Context: an optimization exercise on an open-source flow, tuned for small area. The choices shown serve that exercise and are no tape-out recipe.
RTL that was checked went through simulation tests only; none was proved equivalent to the original.
Function not checked in run 1: the RTL went through the layout flow alone.
The clock port is modelled as an ideal driver; clocking choices that lean on that would not hold on a real chip.
No activity file was given, so power comes from the tool's default toggle rates.

File: config.mk
export PLATFORM = sky130hd
export DESIGN_NAME = stego_top
export DESIGN_NICKNAME = stego_top
export VERILOG_FILES = /design/flow/design.v
export SDC_FILE = /design/flow/constraint.sdc
export NUM_CORES = 4
export LEC_CHECK = 0
export ABC_AREA = 1
export CAP_MARGIN = 20
export CORE_MARGIN = 2
export CORE_UTILIZATION = 45
export PLACE_DENSITY = 0.6
export SLEW_MARGIN = 20
File: constraint.sdc
create_clock -name core_clock -period 6.0 [get_ports {clk}]
set_input_delay 1.2000 -clock core_clock [delete_from_list [all_inputs] [get_ports {clk}]]
set_output_delay 1.2000 -clock core_clock [all_outputs]
set_load 0.01 [all_outputs]
File: design.v
`timescale 1ns / 1ps
module Controller(
   input clk, rst, input [5:0] Switches,
   output reg [15:0] add_img,
   output reg [15:0] add_imgencoder,
   output reg [11:0] add_data,
   input flag_AV_edge_detected, flag_AV_starting_img_pixels
    );
wire valid = (Switches == 6'd1) | (Switches == 6'd2) | (Switches == 6'd4) |
             (Switches == 6'd8) | (Switches == 6'd16) | (Switches == 6'd32);
wire m1  = Switches[0];
wire m2  = Switches[1];
wire m4  = Switches[2];
wire m8  = Switches[3];
wire m16 = Switches[4];
wire m32 = Switches[5];
reg       started;
reg [4:0] c;
wire c_last = (m4  & c[4] & c[2] & c[1] & c[0]) |    
              (m8  & c[2] & c[0]) |                  
              (m16 & c[3] & c[1] & c[0]) |           
              (m32 & c[2]);                          
wire cmode  = m4 | m8 | m16 | m32;
wire run    = valid & flag_AV_starting_img_pixels & started;
wire hit    = run & flag_AV_edge_detected;
wire step   = hit & ((m1 & (&add_img[1:0])) | (m2 & (&add_img[2:0])) | c_last);
function [15:0] inc16(input [15:0] q, input en);
    integer i;
    reg t;
    begin
        t = en;
        for (i = 0; i < 16; i = i + 1) begin
            inc16[i] = q[i] ^ t;
            t = t & q[i];
        end
    end
endfunction
always @(posedge clk, posedge rst) begin
    if (rst) begin
        add_img <= 0;
        add_imgencoder <= 0;
        add_data <= 0;
    end else begin
        add_img <= inc16(add_img, valid);
        add_imgencoder <= inc16(add_imgencoder, run);
        add_data <= inc16({4'd0, add_data}, step);
    end
end
wire [15:0] c_inc = inc16({11'd0, c}, 1'b1);
always @(posedge clk) begin
    started <= ~rst & (started | (valid & flag_AV_starting_img_pixels));
    if ((hit & cmode) | rst)
        c <= (c_last | rst) ? 5'd0 : c_inc[4:0];
end
endmodule
`timescale 1ns / 1ps
module encoder(
input clk, rst, input [5:0] Switches,
input [23:0]  message,
input [23:0] img,
output reg [23:0] stego_out,
input flagAV_edge_detected, flag_start_encoding,
output reg flag_starting_decoding
    );
wire valid = (Switches == 6'd1) | (Switches == 6'd2) | (Switches == 6'd4) |
             (Switches == 6'd8) | (Switches == 6'd16) | (Switches == 6'd32);
wire m1  = Switches[0];
wire m2  = Switches[1];
wire m4  = Switches[2];
wire m8  = Switches[3];
wire m16 = Switches[4];
wire m32 = Switches[5];
reg [4:0] p;
reg enable1, enable2;
wire p_last = (m1  & p[4]) |                          
              (m2  & p[4] & p[0]) |                   
              (m4  & p[4] & p[2] & p[1] & p[0]) |     
              (m8  & p[4] & p[2]) |                   
              (m16 & p[4] & p[2] & p[1]) |            
              (m32 & p[4]);                           
wire [2:0] w = {m1 | m8 | m32, m1 | m2 | m16, m2 | m4 | m32};
function [4:0] add5(input [4:0] a, input [2:0] b);
    integer i;
    reg cy;
    reg [4:0] bb;
    begin
        cy = 1'b0;
        bb = {2'b00, b};
        for (i = 0; i < 5; i = i + 1) begin
            add5[i] = a[i] ^ bb[i] ^ cy;
            cy = (a[i] & bb[i]) | (cy & (a[i] ^ bb[i]));
        end
    end
endfunction
wire M0 = (p[0] ? (p[1] ? (p[2] ? (p[3] ? message[15] : (p[4] ? message[23] : message[7])) : (p[3] ? message[11] : (p[4] ? message[19] : message[3]))) : (p[2] ? (p[3] ? message[13] : (p[4] ? message[21] : message[5])) : (p[3] ? message[9] : (p[4] ? message[17] : message[1])))) : (p[1] ? (p[2] ? (p[3] ? message[14] : (p[4] ? message[22] : message[6])) : (p[3] ? message[10] : (p[4] ? message[18] : message[2]))) : (p[2] ? (p[3] ? message[12] : (p[4] ? message[20] : message[4])) : (p[3] ? message[8] : (p[4] ? message[16] : message[0])))));   
wire M1 = (p[0] ? (p[1] ? (p[2] ? message[16] : message[4]) : (p[2] ? (p[4] ? message[22] : message[6]) : message[10])) : (p[1] ? (p[2] ? (p[3] ? message[15] : (p[4] ? message[23] : message[7])) : (p[3] ? message[11] : (p[4] ? message[19] : message[3]))) : (p[2] ? (p[3] ? message[13] : (p[4] ? message[21] : message[5])) : (p[3] ? message[9] : (p[4] ? message[17] : message[1])))));   
wire M2 = (p[0] ? (p[1] ? (p[2] ? message[17] : message[5]) : (p[2] ? (p[4] ? message[23] : message[7]) : message[11])) : (p[1] ? (p[2] ? message[8] : (p[3] ? message[12] : message[20])) : (p[2] ? (p[3] ? message[14] : (p[4] ? message[22] : message[6])) : (p[3] ? message[10] : (p[4] ? message[18] : message[2])))));   
wire M3 = (p[0] ? (p[1] ? message[18] : message[8]) : (p[1] ? (p[2] ? message[9] : (p[3] ? message[13] : message[21])) : (p[2] ? (p[3] ? message[15] : (p[4] ? message[23] : message[7])) : (p[3] ? message[11] : (p[4] ? message[19] : message[3])))));   
wire M4 = (p[0] ? (p[1] ? message[19] : message[9]) : (p[1] ? (p[2] ? message[10] : (p[3] ? message[14] : message[22])) : (p[2] ? message[16] : message[4])));   
wire M5 = (p[1] ? (p[2] ? message[11] : message[23]) : (p[2] ? message[17] : message[5]));   
wire l32 = m32 & p[4];    
reg [23:0] emb;
always @* begin
    emb = img;
    emb[0]  = m4 ? img[0] : M0;
    emb[1]  = (m1 | m32 & ~l32) ? M1 : img[1];
    emb[8]  = m1 ? M2 : (m2 | m8 | l32) ? M1 : m32 ? M2 : img[8];
    emb[9]  = m1 ? M3 : img[9];
    emb[16] = m1 ? M4 : m4 ? M0 : m16 ? M1 : (m2 | m8 | l32) ? M2 : M3;
    emb[17] = m1 ? M5 : (m8 | l32) ? M3 : m32 ? M4 : img[17];
end
always @(posedge clk, posedge rst) begin
    if (rst) begin
        stego_out <= 0;
        flag_starting_decoding <= 0;
    end else if (flag_start_encoding) begin
        if (enable2) begin
            flag_starting_decoding <= 1'b1;
            if (valid)
                stego_out <= emb;
        end else begin
            stego_out <= img;
            flag_starting_decoding <= 1'b0;
        end
    end
end
always @(posedge clk) begin
    if (flag_start_encoding | rst) begin
        enable1 <= flagAV_edge_detected & ~rst;
        enable2 <= enable1 & ~rst;
    end
    if ((flag_start_encoding & enable2 & valid) | rst)
        p <= (p_last | rst) ? 5'd0 : add5(p, w);
end
endmodule
`timescale 1ns / 1ps
module Decoderr(
    input clk, rst, input [5:0] Switches,
    input flag_enable_Decoder,
    input [23:0] stego_in,
    output reg [23:0] msg_out
    );
wire valid = (Switches == 6'd1) | (Switches == 6'd2) | (Switches == 6'd4) |
             (Switches == 6'd8) | (Switches == 6'd16) | (Switches == 6'd32);
wire m1  = Switches[0];
wire m2  = Switches[1];
wire m4  = Switches[2];
wire m8  = Switches[3];
wire m16 = Switches[4];
wire m32 = Switches[5];
reg [23:0] out;
reg [4:0] k;
wire k_last = (m1  & k[1] & k[0]) |                  
              (m2  & k[2] & k[1] & k[0]) |           
              (m4  & k[4] & k[2] & k[1] & k[0]) |    
              (m8  & k[2] & k[0]) |                  
              (m16 & k[3] & k[1] & k[0]) |           
              (m32 & k[2]);                          
wire l32 = m32 & k[2];    
function [4:0] inc5(input [4:0] q);
    integer i;
    reg t;
    begin
        t = 1'b1;
        for (i = 0; i < 5; i = i + 1) begin
            inc5[i] = q[i] ^ t;
            t = t & q[i];
        end
    end
endfunction
wire en  = flag_enable_Decoder & valid & ~rst;
wire sh1 = en & m4;
wire sh2 = en & m16;
wire sh3 = en & m2;
wire sh4 = en & (m8 | l32);
wire sh5 = en & m32 & ~l32;
wire sh6 = en & m1;
wire h   = ~(flag_enable_Decoder & valid) & ~rst;
wire [29:0] ext = {stego_in[17], stego_in[16], stego_in[9], stego_in[8], stego_in[1], stego_in[0], out};
wire [23:0] nxt;
genvar i;
generate for (i = 0; i < 24; i = i + 1) begin : g
    wire x1 = (i + 1 < 24) ? out[(i+1) % 24] : stego_in[16];
    wire x2 = (i + 2 < 24) ? out[(i+2) % 24] : (i == 22 ? stego_in[0] : stego_in[16]);
    wire x3 = (i + 3 < 24) ? out[(i+3) % 24] : (i == 21 ? stego_in[0] : i == 22 ? stego_in[8] : stego_in[16]);
    wire x4 = (i + 4 < 24) ? out[(i+4) % 24] : (i == 20 ? stego_in[0] : i == 21 ? stego_in[8] : i == 22 ? stego_in[16] : stego_in[17]);
    wire x5 = (i + 5 < 24) ? out[(i+5) % 24] : (i == 19 ? stego_in[0] : i == 20 ? stego_in[1] : i == 21 ? stego_in[8] : i == 22 ? stego_in[16] : stego_in[17]);
    wire x6 = ext[i + 6];
    assign nxt[i] = (h & out[i]) | (sh1 & x1) | (sh2 & x2) | (sh3 & x3) | (sh4 & x4) | (sh5 & x5) | (sh6 & x6);
end endgenerate
always @(posedge clk, posedge rst) begin
    if (rst)
        msg_out <= 0;
    else if (en & (k == 5'd0))
        msg_out <= out;
end
always @(posedge clk) begin
    out <= nxt;
    if (en | rst)
        k <= (k_last | rst) ? 5'd0 : inc5(k);
end
endmodule
`timescale 1ns / 1ps
module stego_top(
    input         clk,
    input         rst,
    input  [5:0]  sw,
    input         edge_detected,
    input         start_pixels,
    input  [23:0] message,
    input  [23:0] img,
    output [15:0] add_img,
    output [15:0] add_imgencoder,
    output [11:0] add_data,
    output [23:0] stego_out,
    output        stego_valid,
    output [23:0] msg_out
    );
Controller u_ctrl(
    .clk(clk), .rst(rst), .Switches(sw),
    .add_img(add_img), .add_imgencoder(add_imgencoder), .add_data(add_data),
    .flag_AV_edge_detected(edge_detected),
    .flag_AV_starting_img_pixels(start_pixels)
    );
encoder u_enc(
    .clk(clk), .rst(rst), .Switches(sw),
    .message(message), .img(img),
    .stego_out(stego_out),
    .flagAV_edge_detected(edge_detected),
    .flag_start_encoding(start_pixels),
    .flag_starting_decoding(stego_valid)
    );
Decoderr u_dec(
    .clk(clk), .rst(rst), .Switches(sw),
    .flag_enable_Decoder(stego_valid),
    .stego_in(stego_out),
    .msg_out(msg_out)
    );
endmodule
File: flow/run.sh
#!/bin/bash
# Standard layout (standard.sh, unchanged synthesis), with these changes in
# how it is made:
#  - ports are buffered with the smallest buffer (buf_1) instead of the
#    default pick;
#  - clock tree: clkbuf_8 buffers, no dummy loads;
#  - after CTS, area recovery: each combinational cell takes the smallest
#    size that keeps slews, loads and slacks within margins.

set -euo pipefail
export BUFFER_PORTS_ARGS="-buffer_cell sky130_fd_sc_hd__buf_1"
export CTS_ARGS="-sink_clustering_enable -repair_clock_nets -buf_list sky130_fd_sc_hd__clkbuf_8 -dont_use_dummy_load"
export POST_CTS_TCL="$PWD/flow/area_recover.tcl"
bash standard.sh > standard.log 2>&1
File: flow/area_recover.tcl
set ::ar_margin [expr {[info exists ::env(AR_MARGIN)] ? $::env(AR_MARGIN) : 0.2}]
set ::ar_setup  [expr {[info exists ::env(AR_SETUP)] ? $::env(AR_SETUP) : 0.3}]
set ::ar_hold   [expr {[info exists ::env(AR_HOLD)] ? $::env(AR_HOLD) : 0.05}]
set ::ar_clk_slew [expr {[info exists ::env(AR_CLK_SLEW)] ? $::env(AR_CLK_SLEW) : 0.10}]
estimate_parasitics -placement
sta::make_equiv_cells [lindex [get_libs *] 0]

proc ar_ok {} {
  global ar_margin ar_setup ar_hold ;# set at global scope above
  if {[sta::max_slew_check_slack_limit] < $ar_margin} { return 0 }
  if {[sta::max_capacitance_check_slack_limit] < $ar_margin} { return 0 }
  if {[sta::worst_slack_cmd max] < $ar_setup * 1e-9} { return 0 }
  if {[sta::worst_slack_cmd min] < $ar_hold * 1e-9} { return 0 }
  return 1
}

proc ar_clk_slew {} {
  set mx 0
  foreach p [get_pins -quiet */CLK] {
    set s [get_property $p slew_max]
    if {$s > $mx} { set mx $s }
  }
  return $mx
}

if {![ar_ok]} {
  puts "area_recover: the design does not meet the margins before recovery; skipped"
} else {
  set cands {}
  foreach inst [get_cells *] {
    set lc [get_lib_cells -quiet -of_objects $inst]
    if {$lc == "" || [catch {set name [get_name $lc]}]} continue
    if {[regexp {__(df|tap|fill|decap|clkbuf|clkinv|conb)} $name]} continue
    set iname [get_full_name $inst]
    if {[regexp {^(input|output)[0-9]+$} $iname]} continue
    set skip 0
    foreach p [get_pins -of_objects $inst -filter "direction==output"] {
      set n [get_nets -quiet -of_objects $p]
      if {$n != "" && [[sta::sta_to_db_net $n] getSigType] == "CLOCK"} { set skip 1 }
    }
    if {$skip} continue
    if {[catch {set a0 [get_property $lc area]}]} continue
    lappend cands [list $inst $a0]
  }
  set saved 0.0
  set changed 0
  foreach c [lsort -real -decreasing -index 1 $cands] {
    lassign $c inst a0
    set lc0 [get_lib_cells -of_objects $inst]
    set smaller {}
    set eqs [sta::find_equiv_cells $lc0]
    if {$eqs == "" || $eqs == "NULL"} continue
    foreach e $eqs {
      if {$e == "NULL"} continue
      set en [get_name $e]
      if {[regexp {lpflow|probe} $en]} continue
      if {[catch {set a [get_property $e area]}]} continue
      if {$a < $a0} { lappend smaller [list $e $a] }
    }
    foreach s [lsort -real -index 1 $smaller] {
      lassign $s e a
      replace_cell $inst $e
      if {[ar_ok]} {
        set saved [expr {$saved + $a0 - $a}]
        incr changed
        break
      }
      replace_cell $inst $lc0
    }
  }
  puts "area_recover: resized $changed cells, [format %.1f $saved] um2 less"

  # clock buffers: smallest clkbuf that keeps the clock pins' slews low
  set csaved 0.0
  set cchanged 0
  set clkbufs {}
  foreach b {1 2 4 8 16} { lappend clkbufs [get_lib_cells sky130_fd_sc_hd__clkbuf_$b] }
  foreach inst [get_cells *] {
    set lc0 [get_lib_cells -quiet -of_objects $inst]
    if {$lc0 == "" || [catch {set n0 [get_name $lc0]}]} continue
    if {![regexp {__clkbuf_[0-9]+$} $n0]} continue
    set a0 [get_property $lc0 area]
    foreach c $clkbufs {
      set a [get_property $c area]
      if {$a >= $a0} break
      replace_cell $inst $c
      if {[ar_clk_slew] <= $::ar_clk_slew && [ar_ok]} {
        set csaved [expr {$csaved + $a0 - $a}]
        incr cchanged
        break
      }
      replace_cell $inst $lc0
    }
  }
  puts "area_recover: resized $cchanged clock buffers, [format %.1f $csaved] um2 less, clock pin slew [format %.1f [expr {[ar_clk_slew] * 1e3}]] ps"
}
File: standard.sh
#!/bin/bash
# synth_recipe.tcl (not shown) runs the flow's synth.tcl, then flattens the netlist and writes it again
# the make line also repeats each setting of config.mk as NAME=value (left out here)
make -C /OpenROAD-flow-scripts/flow DESIGN_CONFIG=/design/flow/config.mk WORK_HOME=/design/flow/orfs CLKGATE_MAP_FILE= SYNTH_SCRIPT=/design/flow/synth_recipe.tcl "${@:-finish}"
==> impl_results.md, run 1 <==
* Status: finished clean
* Synth Warn # at 3
* CTS tree: yes
* Reg-to-reg slack, setup at 2.58 ns
* CP Class: in -> reg
* Critical path's slowest cell: buf_1
* Syn Area/Cell at 8.78 um2
* Max-cap violations at 0
* FP Rows at 44
* Final WL at 17.2 mm
* IO Port Bufs at 150
* Cell area power density at 235 nW/um2
* DRC at 0
* Period utilization at 78.0%
* Reg-to-reg startpoint: u_ctrl.add_img[0]
* Lkg Pwr at 0.00369 uW
* Gr ovfl total at 0
* Critical-path maximum fanout at 10
* Worst setup path endpoint: u_ctrl.add_imgencoder[15]
* FF-to-FF End: u_ctrl.add_img[15]
* Worst path cell trace: buf_1 > clkinv_1 > nand2_1 > nor2_1 > nand3b_1 > nand2_1 > nand2_1 > nor2_1 > ha_1 > ha_1 > ha_1 > ha_1 > ha_1 > ha_1 > ha_1 > ha_1 > ha_1 > ha_1 > ha_1 > ha_1 > ha_1 > ha_1 > ha_1 > xor2_1
* Unrepaired setup endpoints after global routing: false
* Startpoint types: input port
* Most common cell after layout, fill and taps aside: nand2_1
* Clk sink count at 135
* Yosys reg bits at 135
* Final Critical Period at 4.68 ns
* Initial Util at 46.6%
* Critical path depth at 24
* Max-slew headroom at 39.5%
* Starting DRT DRC Count at 380
* Post-Syn Area at 6820 um2
* Vias in the first global route at 5617
* Global-route wire length before repair at 28.0 mm
* Hold crit path type: reg -> reg
* Avg Vias per Cell at 5.43
* Worst vdd ir at 0.177 mV
* Setup crit end kind: register
* Max Freq at 0.214 GHz
* Worst skew pair latency at 0.72 ns
* Die Height at 127 um
* Filler cells at 1438
* Core footprint at 14600 um2
* Synth area leader: dfrtp_1
* CP required at 6.58 ns
* Setup TNS at 0 ns
* CP arrival at 5.27 ns
* RePlAce Congestion at 0.896
* Syn Nets at 887
* GRT Util Overall at 21.9%
* Slew @ Worst Pin at 0.898 ns
* Maximum number of pins on one net before global-route repair at 59
* Count of antenna-violating nets left after detailed routing at 0
* Clock-pin transition on the worst setup and hold timing paths at 0.07 ns
* Layout cells sized above 1 at 3.63%
* Post-DP HPWL at 12.9 mm
* IO Pins at 151
* CP most frequent cell: ha_1
* Fin cells at 1094
* Initial antenna violation count at 1
* Post-synthesis sequential area ratio at 48.9%
* Post-Synthesis Cells at 777
* Synth cell types at 39
* Final net count at 1021
* Yosys top cell area share at 34.1%
* Synth area leaders: dfrtp_1, nand2_1, ha_1
* Worst-case reg-to-reg path depth at 16
* Drt wl/cell at 15.7 um
* Setup Viol. Count Final at 0
* Max-slew violation count at 0
* Die Wd at 127 um
* Cell family with most CP delay: adder cells
* Inst Count DP at 1073
* Die Footprint at 16200 um2
* Crit path buf inv count at 2
* Critical Path Start: sw[5]
* Vias at 5945
* Crit-path max cell delay at 0.36 ns
* Final Hold Fails at 0
* Clk_skew at 0.0532 ns
* Pre-antenna DRT Iters at 5
* Most frequent cells in the layout: nand2_1, buf_1, dfrtp_1
* Synthesis-to-finish area growth at 11.0%
==> cell families (layout without fill, tap and decap cells) <==
family	Yosys count	count (layout)	synth area share, %
AND/OR/NAND/NOR	297	297	18.3
AO/OA/AOI/OAI	165	165	14.2
flip-flops	135	135	48.9
buffers and inverters	121	253	7.85
adder cells (fa/ha/maj)	52	52	9.76
XOR/XNOR	6	6	0.771
multiplexers	1	1	0.147
other	0	1	0
==> layout make-up <==
type / instances / area (um2) / area share (%)
Multi-Input combinational cell: 521 / 2900 / 38.4
Timing Repair Buffer: 154 / 624 / 8.25
Tap cell: 184 / 230 / 3.04
Inverter: 82 / 308 / 4.07
Sequential cell: 135 / 3340 / 44.1
Antenna cell: 1 / 2.50 / 0.0331
Clock buffer: 17 / 160 / 2.12
==> how the worst min path moves through the flow <==
stage / startpoint / slack, ns / depth (start not counted) / end
after floorplan: u_dec.out[0] / 0.43 / 2 / u_dec.msg_out[0]
after global placement: u_ctrl.started / 0.45 / 2 / u_ctrl.started
after detailed placement: u_ctrl.add_imgencoder[15] / 0.45 / 1 / u_ctrl.add_imgencoder[15]
after global routing: u_ctrl.add_imgencoder[15] / 0.48 / 1 / u_ctrl.add_imgencoder[15]
final: u_ctrl.add_imgencoder[15] / 0.46 / 1 / u_ctrl.add_imgencoder[15]
==> state kept, by name (all words and copies together) (netlist names) <==
signal / flops
u_dec.msg_out: 24
u_enc.enable1: 1
u_ctrl.c: 5
u_enc.enable2: 1
u_enc.flag_starting_decoding: 1
u_enc.p: 5
u_ctrl.started: 1
u_dec.k: 5
u_ctrl.add_data: 12
u_ctrl.add_imgencoder: 16
u_enc.stego_out: 24
u_ctrl.add_img: 16
u_dec.out: 24
==> metrics by stage <==
| stage | utilization (%) | instance area (um2) | hold WS, ns | setup WS (ns) | power (uW) |
|---|---|---|---|---|---|
| 2_1_floorplan | - | 6820 | 0.435 | 1.25 | 1250 |
| 3_3_place_gp | 50.5 | 7400 | 0.449 | 0.780 | 1340 |
| 3_5_place_dp | 50.5 | 7400 | 0.453 | 0.643 | 1350 |
| 5_1_grt | 51.7 | 7570 | 0.476 | 1.08 | 1880 |
| 6_report | 51.7 | 7570 | 0.459 | 1.32 | 1780 |
==> synthesized netlist by cell type, drive strengths merged <==
cell / instances
edfxtp: 17
a22oi: 26
o211ai: 6
a32o: 1
inv: 79
clkinv: 3
o22ai: 26
a221o: 1
nor3: 1
mux2i: 1
fa: 2
a31oi: 2
dfxtp: 25
o21ai: 43
clkbuf: 11
nand2: 195
nand4: 8
a21o: 1
nor4b: 1
or2: 2
xnor2: 3
nand3: 46
xor2: 3
a21boi: 1
a21oi: 57
a41oi: 1
dfrtp: 93
nor2: 43
ha: 50
nand3b: 1
buf: 28
==> layer usage <==
layer  GRT usage, %  wire, um
met5              0         0
met4           8.08       274
met3           4.82       956
met2           35.3      8270
met1           29.1      7730
==> where the power goes <==
part | switching [uW] | leakage [uW] | total (uW) | internal [uW]
clock network | 279 | 0.0000929 | 444 | 164
registers | 63.8 | 0.00162 | 1050 | 986
logic | 187 | 0.00197 | 283 | 96.1
==> run 2, diff against run 1 <==
--- a/design.v
+++ b/design.v
@@ -48,9 +48,15 @@
 end
 wire [15:0] c_inc = inc16({11'd0, c}, 1'b1);
 always @(posedge clk) begin
-    started <= ~rst & (started | (valid & flag_AV_starting_img_pixels));
-    if ((hit & cmode) | rst)
-        c <= (c_last | rst) ? 5'd0 : c_inc[4:0];
+    if (rst) begin
+        started <= 0;
+        c <= 0;
+    end else begin
+        if (valid & flag_AV_starting_img_pixels)
+            started <= 1'b1;
+        if (hit & cmode)
+            c <= c_last ? 5'd0 : c_inc[4:0];
+    end
 end
 endmodule
 `timescale 1ns / 1ps
@@ -125,12 +131,16 @@
     end
 end
 always @(posedge clk) begin
-    if (flag_start_encoding | rst) begin
-        enable1 <= flagAV_edge_detected & ~rst;
-        enable2 <= enable1 & ~rst;
-    end
-    if ((flag_start_encoding & enable2 & valid) | rst)
-        p <= (p_last | rst) ? 5'd0 : add5(p, w);
+    if (rst) begin
+        p <= 0;
+        enable1 <= 0;
+        enable2 <= 0;
+    end else if (flag_start_encoding) begin
+        enable1 <= flagAV_edge_detected;
+        enable2 <= enable1;
+        if (enable2 & valid)
+            p <= p_last ? 5'd0 : add5(p, w);
+    end
 end
 endmodule
 `timescale 1ns / 1ps
@@ -168,14 +178,14 @@
         end
     end
 endfunction
-wire en  = flag_enable_Decoder & valid & ~rst;
+wire en  = flag_enable_Decoder & valid;
 wire sh1 = en & m4;
 wire sh2 = en & m16;
 wire sh3 = en & m2;
 wire sh4 = en & (m8 | l32);
 wire sh5 = en & m32 & ~l32;
 wire sh6 = en & m1;
-wire h   = ~(flag_enable_Decoder & valid) & ~rst;
+wire h   = ~en;
 wire [29:0] ext = {stego_in[17], stego_in[16], stego_in[9], stego_in[8], stego_in[1], stego_in[0], out};
 wire [23:0] nxt;
 genvar i;
@@ -195,9 +205,14 @@
         msg_out <= out;
 end
 always @(posedge clk) begin
-    out <= nxt;
-    if (en | rst)
-        k <= (k_last | rst) ? 5'd0 : inc5(k);
+    if (rst) begin
+        out <= 0;
+        k <= 0;
+    end else begin
+        out <= nxt;
+        if (en)
+            k <= k_last ? 5'd0 : inc5(k);
+    end
 end
 endmodule
 `timescale 1ns / 1ps
==> flow/run.sh (replaced) <==
#!/bin/bash
# Layout made with ORFS as in standard.sh, with these changes in how it is
# made:
#  - synthesis: the standard script (synth_recipe.tcl, so the same registers
#    and names), except that ABC maps the logic with flow/abc_area_own.script
#    (area-oriented mapping with the delay target relaxed) instead of ORFS's area script;
#  - ports are buffered with the smallest buffer (buf_1) instead of the
#    default pick;
#  - clock tree: clkbuf_8 buffers, no dummy loads;
#  - after CTS, area recovery: each combinational cell takes the smallest
#    size that keeps slews, loads and slacks within margins; clock buffers
#    too, keeping flip-flop clock-pin slews low.
set -euo pipefail
W=$PWD
{ echo "source $W/flow/synth_abc.tcl"; cat synth_recipe.tcl; } > own_synth.tcl
sed -E "s#SYNTH_SCRIPT=[^ ]+#SYNTH_SCRIPT=$W/own_synth.tcl#" standard.sh > standard_own.sh
grep -q "SYNTH_SCRIPT=$W/own_synth.tcl" standard_own.sh
export OWN_ABC_SCRIPT="$W/flow/abc_area_own.script"
export BUFFER_PORTS_ARGS="-buffer_cell sky130_fd_sc_hd__buf_1"
export CTS_ARGS="-sink_clustering_enable -repair_clock_nets -buf_list sky130_fd_sc_hd__clkbuf_8 -dont_use_dummy_load"
export POST_CTS_TCL="$W/flow/area_recover.tcl"
bash standard_own.sh > standard.log 2>&1
==> flow/abc_area_own.script (new file) <==
strash
dc2
&get -n
&st
&dch -f
&nf -R 1000 -p -F 8 -A 4
&put
strash
dch -f
&get -n
&st
&dch -f
&nf -R 1000 -p -F 8 -A 4
&put
topo
dnsize -c
==> flow/synth_abc.tcl (new file) <==
# Sourced by own_synth.tcl: ABC maps the logic with flow/abc_area_own.script
# (area-only mapping, no buffering or upsizing for speed) instead of the
# script ORFS picks. Everything else in the synthesis is the standard one.
proc abc {args} {
  set i [lsearch -exact $args -script]
  if {$i >= 0} {
    lset args [expr {$i + 1}] $::env(OWN_ABC_SCRIPT)
  }
  yosys abc {*}$args
}
==> run 2 against run 1 <==
Die area decreased by 7.5%. Sequential share of layout area down 0.57 points. Wire length decreased by 9.8%. Via count decreased by 11%. Clock skew up 0.0027 ns. Critical path depth fell by 2. Clock power grew 2%. Sequential cell count did not move. Synthesized area is 7.8% lower. First-iteration DRC count rose by 150%. Largest cell class unchanged.
==> impl_results.md, run 2 <==
* Status: finished clean
* IO Port Bufs at 150 (unchanged)
* Vias in the first global route at 5011 (-11%)
* CP Class: in -> reg
* Final Hold Fails at 0 (unchanged)
* Post-synthesis sequential area ratio at 50.4% (+1.4 points)
* Commonest cells in the netlist: dfrtp_1, ha_1, mux2_1, dfxtp_1, a222oi_1
* Primary FF master, synth: dfrtp_1
* Setup crit end kind: register
* Setup TNS at 0 ns (unchanged)
* Die Height at 122 um (-3.8%)
* CP arrival at 5.36 ns (+0.09 ns)
* Die Wd at 122 um (-3.8%)
* Post-DP HPWL at 11.0 mm (-15%)
* Storage element area at 3170 um2 (-5.1%)
* Clock-pin transition on the worst setup and hold timing paths at 0.08 ns (about the same)
* Post-Syn Area at 6290 um2 (-7.8%)
* Hold crit path type: reg -> reg
* Syn Area/Cell at 11.7 um2 (+33%)
* Synth area leader: dfrtp_1
* RePlAce Congestion at 0.929 (+3.7%)
* Period utilization at 79.3% (+1.3 points)
* Worst skew pair latency at 0.75 ns (+0.03 ns)
* Initial Util at 45.7% (-0.90 points)
* Syn Nets at 649 (-27%)
* Unrepaired setup endpoints after global routing: false
* Yosys reg bits at 135 (unchanged)
* Vias at 5264 (-11%)
* Util after Layout at 52.8% (+1.2 points)
* Async SR Flop Fraction at 68.9% (unchanged)
* Synth Warn # at 3 (unchanged)
* Area of the multi-input gates at 3030 um2 (+4.2%)
* Clk sink count at 135 (unchanged)
* Count of antenna-violating nets left after detailed routing at 0 (unchanged)
* Clk_skew at 0.0559 ns (+0.00268 ns)
* Layout cells sized above 1 at 3.51% (-0.12 points)
* Avg Vias per Cell at 5.89 (+8.4%)
* Global-route wire length before repair at 25.2 mm (-10%)
* Max-slew violation count at 0 (unchanged)
* CTS tree: yes
* Synthesis-to-finish area growth at 15.7%
* FP Rows at 43 (-2.3%)
* Critical-path maximum fanout at 12 (+2)
* Max Freq at 0.210 GHz (-1.6%)
* Startpoint types: input port
* Post-Layout Inst Area at 7280 um2 (-3.9%)
* DRC at 0 (unchanged)
* Final WL at 15.5 mm (-9.8%)
* Filler cells at 1349 (-6.2%)
* Setup Viol. Count Final at 0 (unchanged)
* Final Critical Period at 4.76 ns (+0.0777 ns)
* Top flop regs: u_dec.msg_out: 24 flops, u_dec.out: 24 flops, u_enc.stego_out: 24 flops
* GRT Util Overall at 21.4% (-0.41 points)
* Lkg Pwr at 0.00320 uW (-13%)
* Max-cap violations at 0 (unchanged)
* Most common cell after layout, fill and taps aside: buf_1
* Cell area power density at 232 nW/um2 (-1.3%)
* Core footprint at 13800 um2 (-5.9%)
* Placed Area at 7140 um2 (-3.5%)
* Post-Synthesis Cells at 539 (-31%)
* Maximum number of pins on one net before global-route repair at 72 (+22%)
* Pre-antenna DRT Iters at 9 (+4)
* Worst vdd ir at 0.170 mV (-3.7%)
* Slew @ Worst Pin at 1.05 ns (+0.147 ns)
* Final net count at 825 (-19%)
* Die Footprint at 14900 um2 (-7.5%)
* Synth area leaders: dfrtp_1, dfxtp_1, ha_1
* Yosys top cell area share at 37.0% (+2.9 points)
* Post-synth EDFFs at 0 (-17)
* IO Pins at 151 (unchanged)
* CP required at 6.60 ns (+0.02 ns)
* Synth cell types at 45 (+15%)
* Initial antenna violation count at 1 (unchanged)
* Drt wl/cell at 17.4 um (+10%)
* Max-slew headroom at 30.3% (-9.2 points)
* Most frequent cells in the layout: buf_1, dfrtp_1, ha_1
* Pre-CTS WS at 0.522 ns (-0.121 ns)
* Cell with the most instances after synthesis: dfrtp_1
* Gr ovfl total at 0 (unchanged)
* Starting DRT DRC Count at 933 (+150%)
* Slack of the critical path at 1.24 ns (-0.0777 ns)
[run 2: cell types whose count changed after synthesis, moves of 25 or more]
cell,delta
o22ai_1,-25
mux2_1,+46
inv_1,-73
nand3_1,-41
a222oi_1,+40
nand2_1,-151
a21oi_1,-26
[run 2: path summary, 6_finish.rpt]
path | to | slack (ns) | start | cells past startpoint
worst max-delay path | u_ctrl.add_imgencoder[15] | 1.24 | sw[5] | 22
worst min-delay path | u_ctrl.add_data[11] | 0.47 | u_ctrl.add_data[11] | 1
worst max register to register | u_ctrl.add_imgencoder[15] | 2.58 | u_ctrl.started | 17
worst min register to register | u_ctrl.add_data[11] | 0.47 | u_ctrl.add_data[11] | 1
max in group asynchronous | u_ctrl.add_imgencoder[5] | 3.92 | rst | 5
min in group asynchronous | u_dec.msg_out[4] | 0.77 | rst | 4
[run 2: cell type report]
type / count / area share [%]
Sequential cell: 135 / 43.5
Multi-Input combinational cell: 384 / 41.6
Timing Repair Buffer: 163 / 8.74
Inverter: 14 / 0.722
Antenna cell: 1 / 0.0344
Clock buffer: 17 / 2.29
Tap cell: 180 / 3.10
[run 2: metal layers]
layer	global-route usage, %	wire, um
met5	0	0
met4	8.76	278
met3	5.07	1040
met2	34.8	7700
met1	27.7	6520
[run 2: cells by family after synthesis]
kind of cell,Yosys count,share of synthesized area [%]
AOI/OAI and AO/OA,156,18.1
DFF,135,50.4
and+or+nand+nor,109,7.70
muxes,61,10.8
adders and majority gates,53,10.7
buffers and inverters,20,1.55
xor gates and xnor gates,5,0.696
[run 2: through the flow]
stage	power, uW	hold slack, ns	std cells
final	1680	0.471	894
after global routing	1780	0.489	894
after global placement	1250	0.450	875
after floorplan	1150	0.432	539
after detailed placement	1260	0.463	875
[run 2: worst max-delay path: stages]
cell	delay [ns]
buf_1	0.15
clkbuf_1	0.43
a22oi_1	0.14
a311oi_1	0.30
nor2_1	0.10
and3_1	0.23
ha_1	0.19
ha_1	0.18
ha_1	0.18
ha_1	0.18
ha_1	0.17
ha_1	0.18
ha_1	0.17
ha_1	0.18
ha_1	0.17
ha_1	0.17
ha_1	0.17
ha_1	0.18
ha_1	0.17
ha_1	0.18
ha_1	0.18
xor2_1	0.16
[run 2: power breakdown]
group,total [uW],switching [uW],leakage (uW),internal [uW]
clock network,452,281,0.0000954,171
logic,222,141,0.00154,80.9
registers,1010,47.8,0.00157,962
total,1680,470,0.00320,1210
==> run 3, diff against run 2 <==
--- a/flow/run.sh
+++ b/flow/run.sh
@@ -3,7 +3,7 @@
 # made:
 #  - synthesis: the standard script (synth_recipe.tcl, so the same registers
 #    and names), except that ABC maps the logic with flow/abc_area_own.script
-#    (area-oriented mapping with the delay target relaxed) instead of ORFS's area script;
+#    (area-only mapping) instead of ORFS's area script;
 #  - ports are buffered with the smallest buffer (buf_1) instead of the
 #    default pick;
 #  - clock tree: clkbuf_8 buffers, no dummy loads;
==> flow/abc_area_own.script (replaced) <==
strash
dc2
balance
rewrite
refactor
balance
rewrite
rewrite -z
balance
refactor -z
rewrite -z
balance
dch -f
map -a
strash
dch -f
map -a
topo
dnsize -c
==> run 3 against run 2 <==
Largest power group unchanged. Core utilization rose by 0.27 points. Hold slack got worse by 0.011 ns. Clock power rose by 3%. Power fell by 1.8%. Die area rose by 0.98%.
==> impl_results.md, run 3 <==
* Status: finished clean
* Adder-Cell Fraction of Synth Area at 10.5% (-0.27 points)
* Critical-path maximum fanout at 7 (-5)
* Synth area leader: dfrtp_1
* Switching Share at 27.9% (about the same)
* Gate power share at 12.2% (-1.0 points)
* Synth Area in Compound Gates at 22.5% (+4.4 points)
* Cell Int Power at 1190 uW (-1.8%)
* Yosys top cell area share at 36.6% (-0.37 points)
* Clock-pin transition on the worst setup and hold timing paths at 0.10 ns (+0.02 ns)
* Most frequent cells in the layout: buf_1, nand2_1, dfrtp_1
* Crit path buf inv count at 3 (+1)
* Reg-to-reg startpoint: u_enc.enable2
* Post-DP HPWL at 12.2 mm (+12%)
* Commonest cells in the netlist: nand2_1, dfrtp_1, a21oi_1, clkinv_1, o21ai_0
* Clock power frac at 28.1% (+1.2 points)
* Worst skew pair latency at 0.76 ns (about the same)
* Pre-CTS WS at 0.552 ns (+0.0299 ns)
* Hold_ws at 0.460 ns (-0.0113 ns)
* Syn Nets at 784 (+21%)
* Hold path start: u_enc.enable1
* Critical Path Start: sw[5]
* DRC at 0 (unchanged)
* CP arrival at 5.35 ns (about the same)
* Starting DRT DRC Count at 518 (-44%)
* Setup crit end kind: register
* Async SR Flop Fraction at 68.9% (unchanged)
* CTS tree: yes
* Post-Layout Inst Area at 7340 um2 (+0.91%)
* Post-synth EDFFs at 0 (unchanged)
* Lkg Pwr at 0.00320 uW (+0.12%)
* Post-synthesis sequential area ratio at 49.9% (-0.51 points)
* Primary FF master, synth: dfrtp_1
* Final Critical Period at 4.68 ns (-0.0786 ns)
* Simple-Gate Fraction of Synth Area at 11.1% (+3.4 points)
* Largest family of logic cells by synthesized area: compound AO/OA/AOI/OAI gates
* IO Pins at 151 (unchanged)
* Most common cell after layout, fill and taps aside: buf_1
* Synth Warn # at 3 (unchanged)
* Ant diodes at 0 (-1)
* Top flop regs: u_dec.msg_out: 24 flops, u_dec.out: 24 flops, u_enc.stego_out: 24 flops
* Initial antenna violation count at 0 (-1)
* Net Sw Power at 462 uW (-1.7%)
* Setup Viol. Count Final at 0 (unchanged)
* CP Class: in -> reg
* CP required at 6.67 ns (+0.07 ns)
* Post-Synthesis Cells at 674 (+25%)
* Startpoint types: input port
* Hold crit path type: reg -> reg
* Max Freq at 0.214 GHz (+1.7%)
* Gr ovfl total at 0 (unchanged)
* Slack of the critical path at 1.32 ns (+0.0786 ns)
* Worst vdd ir at 0.129 mV (-24%)
* Max-slew headroom at 33.6% (+3.3 points)
* Final net count at 960 (+16%)
* Post-Syn Area at 6350 um2 (+1.0%)
* Util after Layout at 53.1% (+0.27 points)
* Yosys reg bits at 135 (unchanged)
* Die Footprint at 15100 um2 (+0.98%)
* Unrepaired setup endpoints after global routing: false
* Crit-path max cell delay at 0.30 ns (-0.13 ns)
* Final Hold Fails at 0 (unchanged)
* Avg Vias per Cell at 5.74 (-2.6%)
* Final WL at 17.1 mm (+10%)
* Vias in the first global route at 5648 (+13%)
* Critical path's slowest cell: buf_1
* Synth area leaders: dfrtp_1, dfxtp_1, ha_1
* Layout cells sized above 1 at 3.42% (-0.087 points)
* Initial Util at 46.0% (+0.28 points)
* Core footprint at 13800 um2 (+0.39%)
* Xor/xnor share of the synthesized area at 0.551% (-0.14 points)
* Clk_skew at 0.0533 ns (-0.00259 ns)
* Count of antenna-violating nets left after detailed routing at 0 (unchanged)
* Die Height at 123 um (+0.49%)
* FP Rows at 43 (unchanged)
* Vias at 5897 (+12%)
* Max-slew violation count at 0 (unchanged)
* Clk sink count at 135 (unchanged)
* CP most frequent cell: ha_1
* Seq pwr share at 59.7% (-0.3 points)
* Pre-antenna DRT Iters at 5 (-4)
* Global-route wire length before repair at 28.1 mm (+11%)
* Synthesis-to-finish area growth at 15.5%
* Synth cell types at 32 (-29%)
* IO Port Bufs at 150 (unchanged)
* GRT Util Overall at 24.0% (+2.5 points)
* Setup TNS at 0 ns (unchanged)
* Cell with the most instances after synthesis: nand2_1
* Placed Area at 7190 um2 (+0.75%)
* Cell family with most CP delay: adder cells
* Period utilization at 78.0% (-1.3 points)
* RePlAce Congestion at 0.969 (+4.2%)
* Cell area power density at 225 nW/um2 (-2.6%)
* Max-cap violations at 0 (unchanged)
* Syn Area/Cell at 9.43 um2 (-19%)
* Post-synthesis mux area share at 1.40% (-9.4 points)
* Die Wd at 123 um (+0.49%)
* Slew @ Worst Pin at 0.996 ns (-0.0490 ns)
* Worst path cell trace: buf_1 > clkinv_1 > nand3_1 > clkinv_1 > o21ai_0 > o32ai_1 > nand2_1 > nor2_1 > ha_1 > ha_1 > ha_1 > ha_1 > ha_1 > ha_1 > ha_1 > ha_1 > ha_1 > ha_1 > ha_1 > ha_1 > ha_1 > ha_1 > ha_1 > xor2_1
* Drt wl/cell at 16.6 um (-4.3%)
* Maximum number of pins on one net before global-route repair at 75 (+4.2%)
run 3: cell types whose count changed after synthesis, sizes merged, moves of 32 or more:
cell    previous run  this run
clkinv            14        57
o21ai             20        52
a222oi            40         0
mux2              46         7
nand2             37       114
a21oi             31        63
run 3: layer usage:
layer / vias to the layer above / part of all wire, % / global-route usage [%]
li1: 2794 / - / -
met1: 2758 / 42 / 31.6
met2: 306 / 47 / 37.4
met3: 39 / 8.3 / 6.04
met4: 0 / 2.2 / 10.3
met5: - / 0 / 0
run 3: stage by stage:
| step | total power (uW) | cells |
|---|---|---|
| after floorplan | 1120 | 674 |
| after global placement | 1210 | 1010 |
| after detailed placement | 1210 | 1010 |
| after global routing | 1750 | 1028 |
| final | 1660 | 1028 |
run 3: path summary, 6_finish.rpt:
check | to | slack (ns) | cells after the start
worst max-delay path | u_ctrl.add_imgencoder[15] | 1.32 | 24
worst min-delay path | u_enc.enable2 | 0.46 | 2
worst max register to register | u_enc.stego_out[0] | 2.62 | 6
worst min register to register | u_enc.enable2 | 0.46 | 2
max in group asynchronous | u_dec.msg_out[10] | 3.53 | 5
min in group asynchronous | u_enc.stego_out[8] | 1.01 | 4
run 3: cell families (layout without fill, tap and decap cells):
logic type,after synthesis,count (layout)
compound gates,232,232
xor+xnor,4,4
fa+ha+maj,52,52
buf+inv,63,237
flops,135,135
mux,8,8
simple gates,180,180
run 3: worst min-delay path, cell delays in order (launching register included):
cell and delay, ns:
dfxtp_1 0.31, clkinv_1 0.05, a21oi_1 0.06
run 3: area by class of cell:
class | count | area [um2]
Timing Repair Buffer | 163 | 634
Tap cell | 180 | 225
Fill cell | 1288 | 6480
Multi-Input combinational cell | 476 | 2930
Inverter | 57 | 214
Sequential cell | 135 | 3170
Clock buffer | 17 | 173
run 3: power groups by stage:
stage	Combinational [uW]	Clock [uW]	Sequential [uW]
6_report	202	465	988
5_1_grt	228	523	995
3_5_place_dp	205	0	1010
3_3_place_gp	200	0	1010
2_1_floorplan	100	0	1020
==> run 4, diff against run 3 <==
--- a/design.v
+++ b/design.v
@@ -178,14 +178,14 @@
         end
     end
 endfunction
-wire en  = flag_enable_Decoder & valid;
+wire en  = flag_enable_Decoder & valid & ~rst;
 wire sh1 = en & m4;
 wire sh2 = en & m16;
 wire sh3 = en & m2;
 wire sh4 = en & (m8 | l32);
 wire sh5 = en & m32 & ~l32;
 wire sh6 = en & m1;
-wire h   = ~en;
+wire h   = ~(flag_enable_Decoder & valid) & ~rst;
 wire [29:0] ext = {stego_in[17], stego_in[16], stego_in[9], stego_in[8], stego_in[1], stego_in[0], out};
 wire [23:0] nxt;
 genvar i;
@@ -204,15 +204,13 @@
     else if (en & (k == 5'd0))
         msg_out <= out;
 end
+always @(posedge clk)
+    out <= nxt;    
 always @(posedge clk) begin
-    if (rst) begin
-        out <= 0;
+    if (rst)
         k <= 0;
-    end else begin
-        out <= nxt;
-        if (en)
-            k <= k_last ? 5'd0 : inc5(k);
-    end
+    else if (en)
+        k <= k_last ? 5'd0 : inc5(k);
 end
 endmodule
 `timescale 1ns / 1ps
--- a/flow/run.sh
+++ b/flow/run.sh
@@ -3,7 +3,7 @@
 # made:
 #  - synthesis: the standard script (synth_recipe.tcl, so the same registers
 #    and names), except that ABC maps the logic with flow/abc_area_own.script
-#    (area-only mapping) instead of ORFS's area script;
+#    (area-oriented mapping with the delay target relaxed) instead of ORFS's area script;
 #  - ports are buffered with the smallest buffer (buf_1) instead of the
 #    default pick;
 #  - clock tree: clkbuf_8 buffers, no dummy loads;
@@ -18,5 +18,6 @@
 export OWN_ABC_SCRIPT="$W/flow/abc_area_own.script"
 export BUFFER_PORTS_ARGS="-buffer_cell sky130_fd_sc_hd__buf_1"
 export CTS_ARGS="-sink_clustering_enable -repair_clock_nets -buf_list sky130_fd_sc_hd__clkbuf_8 -dont_use_dummy_load"
+export AR_CLK_SLEW=0.09
 export POST_CTS_TCL="$W/flow/area_recover.tcl"
 bash standard_own.sh > standard.log 2>&1
==> flow/abc_area_own.script (replaced) <==
strash
dc2
&get -n
&st
&dch -f
&nf -R 1000 -p -F 8 -A 4
&put
strash
dch -f
&get -n
&st
&dch -f
&nf -R 1000 -p -F 8 -A 4
&put
topo
dnsize -c
==> run 4 against run 3 <==
Still clean on timing, DRC and antenna. Register-to-register slack lost 0.12 ns. Sequential cell count is the same. Global-route usage shrank 3.1 points. Clock power grew 4.3%. Clock skew shrank 0.018 ns. Synthesized cell count shrank 19%. Wire length shrank 11%. Synthesized area shrank 1.5%. First-iteration DRC count grew 48%. Hold slack gained 0.014 ns. Combinational power grew 16%. Largest cell class unchanged.
==> impl_results.md, run 4 <==
* Filler cells at 1307 (+1.5%)
* Max-slew headroom at 29.0% (-4.5 points)
* Synthesis-to-finish area growth at 16.1%
* GRT Util Overall at 20.9% (-3.1 points)
* Final WL at 15.2 mm (-11%)
* IO Port Bufs at 150 (unchanged)
* Setup TNS at 0 ns (unchanged)
* Lkg Pwr at 0.00332 uW (+3.7%)
* Worst skew pair latency at 0.78 ns (+0.02 ns)
* Synth area leader: dfrtp_1
* Final Critical Period at 4.75 ns (+0.0679 ns)
* Maximum number of pins on one net before global-route repair at 63 (-16%)
* Die Footprint at 14900 um2 (-1.4%)
* Max-cap violations at 0 (unchanged)
* Vias at 5192 (-12%)
* Hold path start: u_ctrl.add_data[11]
* Worst vdd ir at 0.140 mV (+8.1%)
* DRC at 0 (unchanged)
* Syn Nets at 657 (-16%)
* Avg Vias per Cell at 5.76 (+0.46%)
* Critical Path Start: sw[2]
* Die Height at 122 um (-0.72%)
* Most frequent cells in the layout: buf_1, dfrtp_1, ha_1
* Async SR Flop Fraction at 68.9% (unchanged)
* Drt wl/cell at 16.9 um (+1.6%)
* Slew @ Worst Pin at 1.06 ns (+0.0680 ns)
* Status: finished clean
* Most common cell after layout, fill and taps aside: buf_1
* Clk sink count at 135 (unchanged)
* Clock-pin transition on the worst setup and hold timing paths at 0.07 ns (-0.03 ns)
* Startpoint types: input port
* Critical-path maximum fanout at 11 (+4)
* Post-synthesis sequential area ratio at 50.6% (+0.76 points)
* Placed Area at 7110 um2 (-1.1%)
* Post-DP HPWL at 11.0 mm (-10%)
* Pre-antenna DRT Iters at 9 (+4)
* Global-route wire length before repair at 24.1 mm (-14%)
* Gr ovfl total at 0 (unchanged)
* Net Sw Power at 490 uW (+6.0%)
* Setup crit end kind: register
* Inst Count DP at 883 (-13%)
* CP Class: in -> reg
* Post-Syn Area at 6260 um2 (-1.5%)
* Max-slew violation count at 0 (unchanged)
* Post-Synthesis Cells at 547 (-19%)
* Die Wd at 122 um (-0.72%)
* Synth Warn # at 3 (unchanged)
* Layout cells sized above 1 at 2.91% (-0.51 points)
* Cell with the most instances after synthesis: dfrtp_1
* Top flop regs: u_dec.msg_out: 24 flops, u_dec.out: 24 flops, u_enc.stego_out: 24 flops
* Yosys top cell area share at 37.2% (+0.56 points)
* Initial antenna violation count at 0 (unchanged)
* Period utilization at 79.2% (+1.1 points)
* Commonest cells in the netlist: dfrtp_1, ha_1, mux2_1, dfxtp_1, nand2_1
* Switching Share at 28.0% (+0.049 points)
* CP required at 6.64 ns (-0.03 ns)
* Setup Viol. Count Final at 0 (unchanged)
* Synth area leaders: dfrtp_1, dfxtp_1, ha_1
* Synth cell types at 37 (+16%)
* Post-synth EDFFs at 0 (unchanged)
* Ant diodes at 0 (unchanged)
* IO Pins at 151 (unchanged)
* Hold crit path type: reg -> reg
* RePlAce Congestion at 0.878 (-9.3%)
* CTS tree: yes
* Starting DRT DRC Count at 767 (+48%)
* Count of antenna-violating nets left after detailed routing at 0 (unchanged)
* Fin cells at 901 (-12%)
* Cell area power density at 241 nW/um2 (+6.9%)
* Syn Area/Cell at 11.4 um2 (+21%)
* Reg-to-reg startpoint: u_ctrl.started
* Vias in the first global route at 4891 (-13%)
* Initial Util at 45.6% (-0.33 points)
* Max Freq at 0.211 GHz (-1.4%)
* Reg-to-reg slack, setup at 2.50 ns (-0.12 ns)
* FP Rows at 43 (unchanged)
* Clock power frac at 27.7% (-0.4 points)
* Seq pwr share at 59.0% (-0.7 points)
* Primary FF master, synth: dfrtp_1
* Gate power share at 13.3% (+1.1 points)
* Yosys reg bits at 135 (unchanged)
* Final Hold Fails at 0 (unchanged)
* Post-Layout Inst Area at 7270 um2 (-1.0%)
* Power, Total at 1750 uW (+5.8%)
* CP arrival at 5.39 ns (+0.04 ns)
* Final net count at 833 (-13%)
* Cell Int Power at 1260 uW (+5.8%)
* Core footprint at 13700 um2 (-0.78%)
* Clk_skew at 0.0353 ns (-0.0180 ns)
* Hold_ws at 0.474 ns (+0.0144 ns)
* Unrepaired setup endpoints after global routing: false
run 4: cell count changes after synthesis, moves of 7 or more:
| cell | change |
|---|---|
| o21ai_0 | -31 |
| a31oi_1 | -12 |
| a21oi_1 | -24 |
| a221oi_1 | -18 |
| o22ai_1 | -25 |
| nand2_1 | -73 |
| mux2i_1 | +14 |
| a22oi_1 | -19 |
| clkinv_1 | -46 |
| mux2_2 | -7 |
| a222oi_1 | +37 |
| nor2_1 | -9 |
| mux2_1 | +46 |
| nand3_1 | +16 |
run 4: per-stage QoR:
step / worst slack, ns / util [%]
after floorplan: 0.855 / -
after global placement: 0.707 / 51.8
after detailed placement: 0.493 / 51.8
after global routing: 1.06 / 53.0
final: 1.25 / 53.0
run 4: kinds of logic (layout without fill, tap and decap cells):
logic type / after synthesis / count (layout) / synth area share, %
simple gates: 133 / 133 / 9.43
compound gates: 145 / 145 / 16.7
mux: 61 / 61 / 10.7
fa+ha+maj: 52 / 52 / 10.6
buf+inv: 17 / 191 / 1.38
flops: 135 / 135 / 50.6
xor+xnor: 4 / 4 / 0.560
run 4: power by group through the flow:
stage          sequential [uW]  clock [uW]  combinational (uW)
6_report                  1030         485                 234
5_1_grt                   1040         540                 263
3_5_place_dp              1050           0                 239
3_3_place_gp              1050           0                 235
2_1_floorplan             1060           0                 116
run 4: worst paths after layout:
kind | cells after the start | endpoint
max in group asynchronous | 3 | u_ctrl.add_imgencoder[9]
worst max-delay path | 22 | u_ctrl.add_img[15]
min in group asynchronous | 2 | u_enc.stego_out[1]
worst max register to register | 17 | u_ctrl.add_imgencoder[15]
worst min register to register | 1 | u_ctrl.add_data[11]
worst min-delay path | 1 | u_ctrl.add_data[11]
run 4: critical path, cell delays in order:
cell      delay, ns
buf_1          0.21
nor4_1         0.59
a21oi_1        0.08
nand3_1        0.11
a21oi_1        0.09
clkbuf_1       0.19
ha_1           0.21
ha_1           0.18
ha_1           0.18
ha_1           0.18
ha_1           0.19
ha_1           0.19
ha_1           0.19
ha_1           0.18
ha_1           0.18
ha_1           0.18
ha_1           0.18
ha_1           0.18
ha_1           0.18
ha_1           0.18
ha_1           0.18
xor2_1         0.16
run 4: layout make-up:
type,instances,area [um2],area share [%]
inverters,11,41.3,0.568
well taps,180,225,3.10
repair buffers,163,633,8.71
clock buffers,17,194,2.67
multi-input cells,395,3010,41.4
flip-flops and latches,135,3170,43.6
run 4: layer usage:
layer / track usage, % / part of all wire, %
met3: 5.29 / 6.0
met5: 0 / 0
met4: 7.83 / 1.5
met1: 27.0 / 42
met2: 33.8 / 50
==> run 5, diff against run 4 <==
--- a/flow/run.sh
+++ b/flow/run.sh
@@ -18,6 +18,5 @@
 export OWN_ABC_SCRIPT="$W/flow/abc_area_own.script"
 export BUFFER_PORTS_ARGS="-buffer_cell sky130_fd_sc_hd__buf_1"
 export CTS_ARGS="-sink_clustering_enable -repair_clock_nets -buf_list sky130_fd_sc_hd__clkbuf_8 -dont_use_dummy_load"
-export AR_CLK_SLEW=0.09
 export POST_CTS_TCL="$W/flow/area_recover.tcl"
 bash standard_own.sh > standard.log 2>&1
==> run 5 against run 4 <==
Maximum frequency fell by 1.4%. Synthesized cell count unchanged. Power shrank 1.9%. Worst setup slack lost 0.068 ns. First-iteration DRC count grew 24%. Sequential power about the same. Hold slack worse by 0.0014 ns. Final cell count is the same. Sequential cell count unchanged. Clock skew grew 0.018 ns. Largest power group unchanged. Highest routed layer unchanged.
==> impl_results.md, run 5 <==
* Most frequent cells in the layout: buf_1, dfrtp_1, ha_1
* IO Port Bufs at 150 (unchanged)
* Starting DRT DRC Count at 954 (+24%)
* Clk_skew at 0.0533 ns (+0.0180 ns)
* Vias at 5204 (+0.23%)
* CP most frequent cell: ha_1
* Die Wd at 122 um (unchanged)
* Layout cells sized above 1 at 2.91% (unchanged)
* Reg-to-reg startpoint: u_ctrl.started
* Yosys reg bits at 135 (unchanged)
* Synth Warn # at 3 (unchanged)
* Storage element area at 3170 um2 (unchanged)
* Synth area leaders: dfrtp_1, dfxtp_1, ha_1
* Vias in the first global route at 4893 (+0.041%)
* Net Sw Power at 488 uW (-0.46%)
* Worst path cell trace: buf_1 > nor4_1 > a21oi_1 > nand3_1 > a21oi_1 > clkbuf_1 > ha_1 > ha_1 > ha_1 > ha_1 > ha_1 > ha_1 > ha_1 > ha_1 > ha_1 > ha_1 > ha_1 > ha_1 > ha_1 > ha_1 > ha_1 > xor2_1
* Cell family with most CP delay: adder cells
* Post-Synthesis Cells at 547 (unchanged)
* Count of antenna-violating nets left after detailed routing at 0 (unchanged)
* Area of the multi-input gates at 3010 um2 (unchanged)
* Max Freq at 0.208 GHz (-1.4%)
* Cell Int Power at 1230 uW (-2.5%)
* CP required at 6.61 ns (-0.03 ns)
* Setup Viol. Count Final at 0 (unchanged)
* Async SR Flop Fraction at 68.9% (unchanged)
* Unrepaired setup endpoints after global routing: false
* Placed Area at 7110 um2 (unchanged)
* Die Footprint at 14900 um2 (unchanged)
* Post-Syn Area at 6260 um2 (unchanged)
* Synth cell types at 37 (unchanged)
* Final Critical Period at 4.82 ns (+0.0678 ns)
* Initial Util at 45.6% (unchanged)
* Slew @ Worst Pin at 1.08 ns (+0.0201 ns)
* Drt wl/cell at 16.9 um (-0.13%)
* Clock power frac at 26.3% (-1.4 points)
* Post-synth EDFFs at 0 (unchanged)
* Util after Layout at 52.8% (-0.20 points)
* Max-slew headroom at 27.7% (-1.4 points)
* Ant diodes at 0 (unchanged)
* Hold path start: u_ctrl.add_data[11]
* Post-Layout Inst Area at 7240 um2 (-0.38%)
* Max-cap violations at 0 (unchanged)
* GRT Util Overall at 20.8% (-0.030 points)
* Critical-path maximum fanout at 11 (unchanged)
* Cell area power density at 237 nW/um2 (-1.6%)
* Startpoint types: input port
* Synthesis-to-finish area growth at 15.7%
* Switching Share at 28.4% (+0.42 points)
* Clock-pin transition on the worst setup and hold timing paths at 0.07 ns (about the same)
* Filler cells at 1312 (+0.38%)
* Seq pwr share at 60.1% (+1.1 points)
* Status: finished clean
* Initial antenna violation count at 0 (unchanged)
* IO Pins at 151 (unchanged)
* Synth area leader: dfrtp_1
* Syn Nets at 657 (unchanged)
* Primary FF master, synth: dfrtp_1
* Final net count at 833 (unchanged)
* Setup TNS at 0 ns (unchanged)
* FP Rows at 43 (unchanged)
* Die Height at 122 um (unchanged)
* Critical path's slowest cell: nor4_1
* Top flop regs: u_dec.msg_out: 24 flops, u_dec.out: 24 flops, u_enc.stego_out: 24 flops
* Critical Path Start: sw[2]
* Syn Area/Cell at 11.4 um2 (unchanged)
* Commonest cells in the netlist: dfrtp_1, ha_1, mux2_1, dfxtp_1, nand2_1
* Gr ovfl total at 0 (unchanged)
* Gate power share at 13.6% (+0.3 points)
* Post-synthesis sequential area ratio at 50.6% (unchanged)
* Worst vdd ir at 0.140 mV (-0.19%)
* Period utilization at 80.3% (+1.1 points)
* CTS tree: yes
* Core footprint at 13700 um2 (unchanged)
* Hold crit path type: reg -> reg
* CP arrival at 5.43 ns (+0.04 ns)
* Cell with the most instances after synthesis: dfrtp_1
* Clk sink count at 135 (unchanged)
* Pre-antenna DRT Iters at 10 (+1)
* Avg Vias per Cell at 5.78 (+0.23%)
* CP Class: in -> reg
* Final WL at 15.2 mm (-0.13%)
* Maximum number of pins on one net before global-route repair at 63 (unchanged)
* Met3 Usage GRT at 5.15% (-0.14 points)
* DRC at 0 (unchanged)
* Most common cell after layout, fill and taps aside: buf_1
* Lkg Pwr at 0.00331 uW (-0.33%)
* Setup crit end kind: register
* Crit-path max cell delay at 0.62 ns (+0.03 ns)
* Global-route wire length before repair at 24.1 mm (unchanged)
* RePlAce Congestion at 0.878 (unchanged)
* M2 GR Usage at 33.8% (unchanged)
* Yosys top cell area share at 37.2% (unchanged)
* Hold_ws at 0.473 ns (-0.00140 ns)
* Final Hold Fails at 0 (unchanged)
* Most Crowded Layer GR: met2
* Post-DP HPWL at 11.0 mm (unchanged)
* Crit path buf inv count at 2 (unchanged)
* Worst skew pair latency at 0.76 ns (-0.02 ns)
* Met1 Usage GRT at 27.0% (unchanged)
* Max-slew violation count at 0 (unchanged)
## run 5: cell counts after synthesis
Identical to the previous run, type by type.
## run 5: final timing paths
path                                              to  slack, ns  depth (start not counted)
max in group asynchronous   u_ctrl.add_imgencoder[7]       4.24                          3
max reg2reg                u_ctrl.add_imgencoder[15]       2.49                         17
min                              u_ctrl.add_data[11]       0.47                          1
min in group asynchronous         u_enc.stego_out[1]       0.65                          2
min reg2reg                      u_ctrl.add_data[11]       0.47                          1
max                               u_ctrl.add_img[15]       1.18                         22
## run 5: worst reg2reg max path: stages (launching register included)
cell and delay (ns):
dfxtp_1 0.32, and3_1 0.20, ha_1 0.19, ha_1 0.18, ha_1 0.18, ha_1 0.18
ha_1 0.18, ha_1 0.18, ha_1 0.18, ha_1 0.17, ha_1 0.18, ha_1 0.18
ha_1 0.18, ha_1 0.18, ha_1 0.18, ha_1 0.18, ha_1 0.18, xor2_1 0.15
## run 5: layout make-up
cell class              count  share of cell area [%]
inverters                  11                   0.570
clock buffers              17                    2.30
flip-flops and latches    135                    43.8
well taps                 180                    3.11
multi-input cells         395                    41.5
repair buffers            163                    8.75
## run 5: logic make-up after synthesis
group	count (synthesis)	share of synthesized area [%]
xor gates and xnor gates	4	0.560
adders and majority gates	52	10.6
AOI/OAI and AO/OA	145	16.7
muxes	61	10.7
DFF	135	50.6
buffers and inverters	17	1.38
and+or+nand+nor	133	9.43
## run 5: stage by stage
step	power, uW	worst slack, ns	instances
floorplan	1180	0.855	547
global placement	1280	0.707	883
detailed placement	1290	0.493	883
global route	1810	1.02	901
finish	1720	1.18	901
## run 5: layer usage
layer  vias up  wire (um)
met3        16       1030
li1       2470          -
met5         -          0
met2       214       7600
met4         0        231
met1      2504       6350
## run 5: power groups by stage
stage	clock (uW)	sequential (uW)	combinational, uW
global route	504	1040	263
finish	451	1030	234
floorplan	0	1060	116
global placement	0	1050	235
detailed placement	0	1050	239
==> run 6, diff against run 5 <==
==> flow/run.sh (replaced) <==
#!/bin/bash
# Layout made with ORFS as in standard.sh, with these changes in how it is
# made:
#  - synthesis: the standard script (synth_recipe.tcl, so the same registers
#    and names), except that ABC maps the logic with flow/abc_area_own.script
#    (area-oriented mapping with the delay target relaxed) instead of
#    ORFS's area script;
#  - ports are buffered with the smallest buffer (buf_1) instead of the
#    default pick;
#  - clock tree: clkbuf_8 buffers, no dummy loads;
set -euo pipefail
W=$PWD
{ echo "source $W/flow/synth_abc.tcl"; cat synth_recipe.tcl; } > own_synth.tcl
sed -E "s#SYNTH_SCRIPT=[^ ]+#SYNTH_SCRIPT=$W/own_synth.tcl#" standard.sh > standard_own.sh
grep -q "SYNTH_SCRIPT=$W/own_synth.tcl" standard_own.sh
export OWN_ABC_SCRIPT="$W/flow/abc_area_own.script"
export BUFFER_PORTS_ARGS="-buffer_cell sky130_fd_sc_hd__buf_1"
export CTS_ARGS="-sink_clustering_enable -repair_clock_nets -buf_list sky130_fd_sc_hd__clkbuf_8 -dont_use_dummy_load"
export AR_CLK_SLEW=0.09
export POST_CTS_TCL="$W/flow/area_recover.tcl"
bash standard_own.sh > standard.log 2>&1
==> flow/synth_abc.tcl (replaced) <==
# Sourced by own_synth.tcl: ABC maps the logic with flow/abc_area_own.script
# (area-oriented mapping with the delay target relaxed, no buffering or
# upsizing for speed) instead of the
# script ORFS picks. Everything else in the synthesis is the standard one.
proc abc {args} {
  set i [lsearch -exact $args -script]
  if {$i >= 0} {
    lset args [expr {$i + 1}] $::env(OWN_ABC_SCRIPT)
  }
  yosys abc {*}$args
}
==> run 6 against run 5 <==
Still clean. Via count fell by 0.23%. First-iteration DRC count shrank 20%. Count of clock-buffer cells in the layout stayed put. Critical path depth stayed put. Sequential power hardly changed. Sequential cell count unchanged. Clock skew is 0.018 ns lower. Wire length up 0.13%. Sequential share of layout area is 0.17 points lower. Global-route usage hardly changed. Critical endpoint unchanged. Largest power group unchanged.
==> impl_results.md, run 6 <==
* Status: finished clean
* Unrepaired setup endpoints after global routing: false
* Period utilization at 79.2% (-1.1 points)
* RePlAce Congestion at 0.878 (unchanged)
* Xor/xnor share of the synthesized area at 0.560% (unchanged)
* Core footprint at 13700 um2 (unchanged)
* Most frequent cells in the layout: buf_1, dfrtp_1, ha_1
* Max-slew headroom at 29.0% (+1.4 points)
* Vias at 5192 (-0.23%)
* Post-synthesis mux area share at 10.7% (unchanged)
* Post-synth EDFFs at 0 (unchanged)
* Hold path start: u_ctrl.add_data[11]
* FF-to-FF End: u_ctrl.add_imgencoder[15]
* FP Rows at 43 (unchanged)
* Syn Area/Cell at 11.4 um2 (unchanged)
* Top flop regs: u_dec.msg_out: 24 flops, u_dec.out: 24 flops, u_enc.stego_out: 24 flops
* Pre-CTS WS at 0.493 ns (unchanged)
* Die Footprint at 14900 um2 (unchanged)
* Pre-antenna DRT Iters at 9 (-1)
* Post-synthesis sequential area ratio at 50.6% (unchanged)
* Avg Vias per Cell at 5.76 (-0.23%)
* Max-cap violations at 0 (unchanged)
* Yosys top cell area share at 37.2% (unchanged)
* Reg-to-reg startpoint: u_ctrl.started
* CP Class: in -> reg
* WHS Path Cells at 1 (unchanged)
* Slack of the critical path at 1.25 ns (+0.0678 ns)
* Maximum number of pins on one net before global-route repair at 63 (unchanged)
* Synth cell types at 37 (unchanged)
* Synth Area in Compound Gates at 16.7% (unchanged)
* Ant diodes at 0 (unchanged)
* Max Freq at 0.211 GHz (+1.4%)
* Primary FF master, synth: dfrtp_1
* CP arrival at 5.39 ns (-0.04 ns)
* Final Critical Period at 4.75 ns (-0.0678 ns)
* Synth area leaders: dfrtp_1, dfxtp_1, ha_1
* Yosys reg bits at 135 (unchanged)
* Die Wd at 122 um (unchanged)
* Most common cell after layout, fill and taps aside: buf_1
* Worst vdd ir at 0.140 mV (+0.19%)
* Async SR Flop Fraction at 68.9% (unchanged)
* Slew @ Worst Pin at 1.06 ns (-0.0201 ns)
* Crit path buf inv count at 2 (unchanged)
* Critical path depth at 22 (unchanged)
* Post-Syn Area at 6260 um2 (unchanged)
* DRC at 0 (unchanged)
* Clk_skew at 0.0353 ns (-0.0180 ns)
* Drt wl/cell at 16.9 um (+0.13%)
* Vias in the first global route at 4891 (-0.041%)
* Critical-path maximum fanout at 11 (unchanged)
* Initial antenna violation count at 0 (unchanged)
* Post-Synthesis Cells at 547 (unchanged)
* Hold crit path type: reg -> reg
* Synthesis-to-finish area growth at 16.1%
* Starting DRT DRC Count at 767 (-20%)
* Layout cells sized above 1 at 2.91% (unchanged)
* Clk sink count at 135 (unchanged)
* Final WL at 15.2 mm (+0.13%)
* Largest family of logic cells by synthesized area: compound AO/OA/AOI/OAI gates
* Setup crit end kind: register
* CP most frequent cell: ha_1
* Gr ovfl total at 0 (unchanged)
* GRT Util Overall at 20.9% (+0.030 points)
* Global-route wire length before repair at 24.1 mm (unchanged)
* Synth area leader: dfrtp_1
* Worst skew pair latency at 0.78 ns (+0.02 ns)
* Hold endpoint: u_ctrl.add_data[11]
* Commonest cells in the netlist: dfrtp_1, ha_1, mux2_1, dfxtp_1, nand2_1
* Filler cells at 1307 (-0.38%)
* Placed Area at 7110 um2 (unchanged)
* Final net count at 833 (unchanged)
run 6: cell counts after synthesis:
Identical to the previous run, type by type.
run 6: through the flow:
stage               cells  hold slack, ns  power [uW]  utilization [%]
finish                901           0.474        1750             53.0
global route          901           0.502        1840             53.0
detailed placement    883           0.462        1290             51.8
global placement      883           0.446        1280             51.8
floorplan             547           0.432        1180                -
run 6: routing by layer:
| metal | vias up | track usage [%] | wire length [um] |
|---|---|---|---|
| li1 | 2469 | - | - |
| met1 | 2502 | 27.0 | 6420 |
| met2 | 203 | 33.8 | 7660 |
| met3 | 18 | 5.29 | 920 |
| met4 | 0 | 7.83 | 229 |
| met5 | - | 0 | 0 |
run 6: cell type report:
cell class / count / area, um2 / area share, %
multi-input cells: 395 / 3010 / 41.4
well taps: 180 / 225 / 3.10
repair buffers: 163 / 633 / 8.71
inverters: 11 / 41.3 / 0.568
clock buffers: 17 / 194 / 2.67
flip-flops and latches: 135 / 3170 / 43.6
run 6: power breakdown:
part	total, uW	switching (uW)	internal (uW)
Combinational	234	146	87.3
Clock	485	282	203
Sequential	1030	61.5	971
run 6: worst max path at each step:
stage / startpoint / endpoint
after floorplan: sw[5] / u_dec.msg_out[0]
after global placement: sw[2] / u_ctrl.add_imgencoder[15]
after global routing: sw[2] / u_ctrl.add_img[15]
after detailed placement: sw[2] / u_ctrl.add_imgencoder[15]
final: sw[2] / u_ctrl.add_img[15]
run 6: logic make-up (layout without fill, tap and decap cells):
| group | Yosys count | in the layout |
|---|---|---|
| flip-flops | 135 | 135 |
| buffers and inverters | 17 | 191 |
| adder cells (fa/ha/maj) | 52 | 52 |
| AO/OA/AOI/OAI | 145 | 145 |
| XOR/XNOR | 4 | 4 |
| multiplexers | 61 | 61 |
| AND/OR/NAND/NOR | 133 | 133 |

Re-timed with assumed drivers on the ports (clkbuf_16 on the clock, buf_2 on other inputs), run 6 has 1.257 ns of setup slack against 1.251 ns with ideal ports, and 0.460 ns once port delays also move by the mid clock arrival of 0.797 ns.
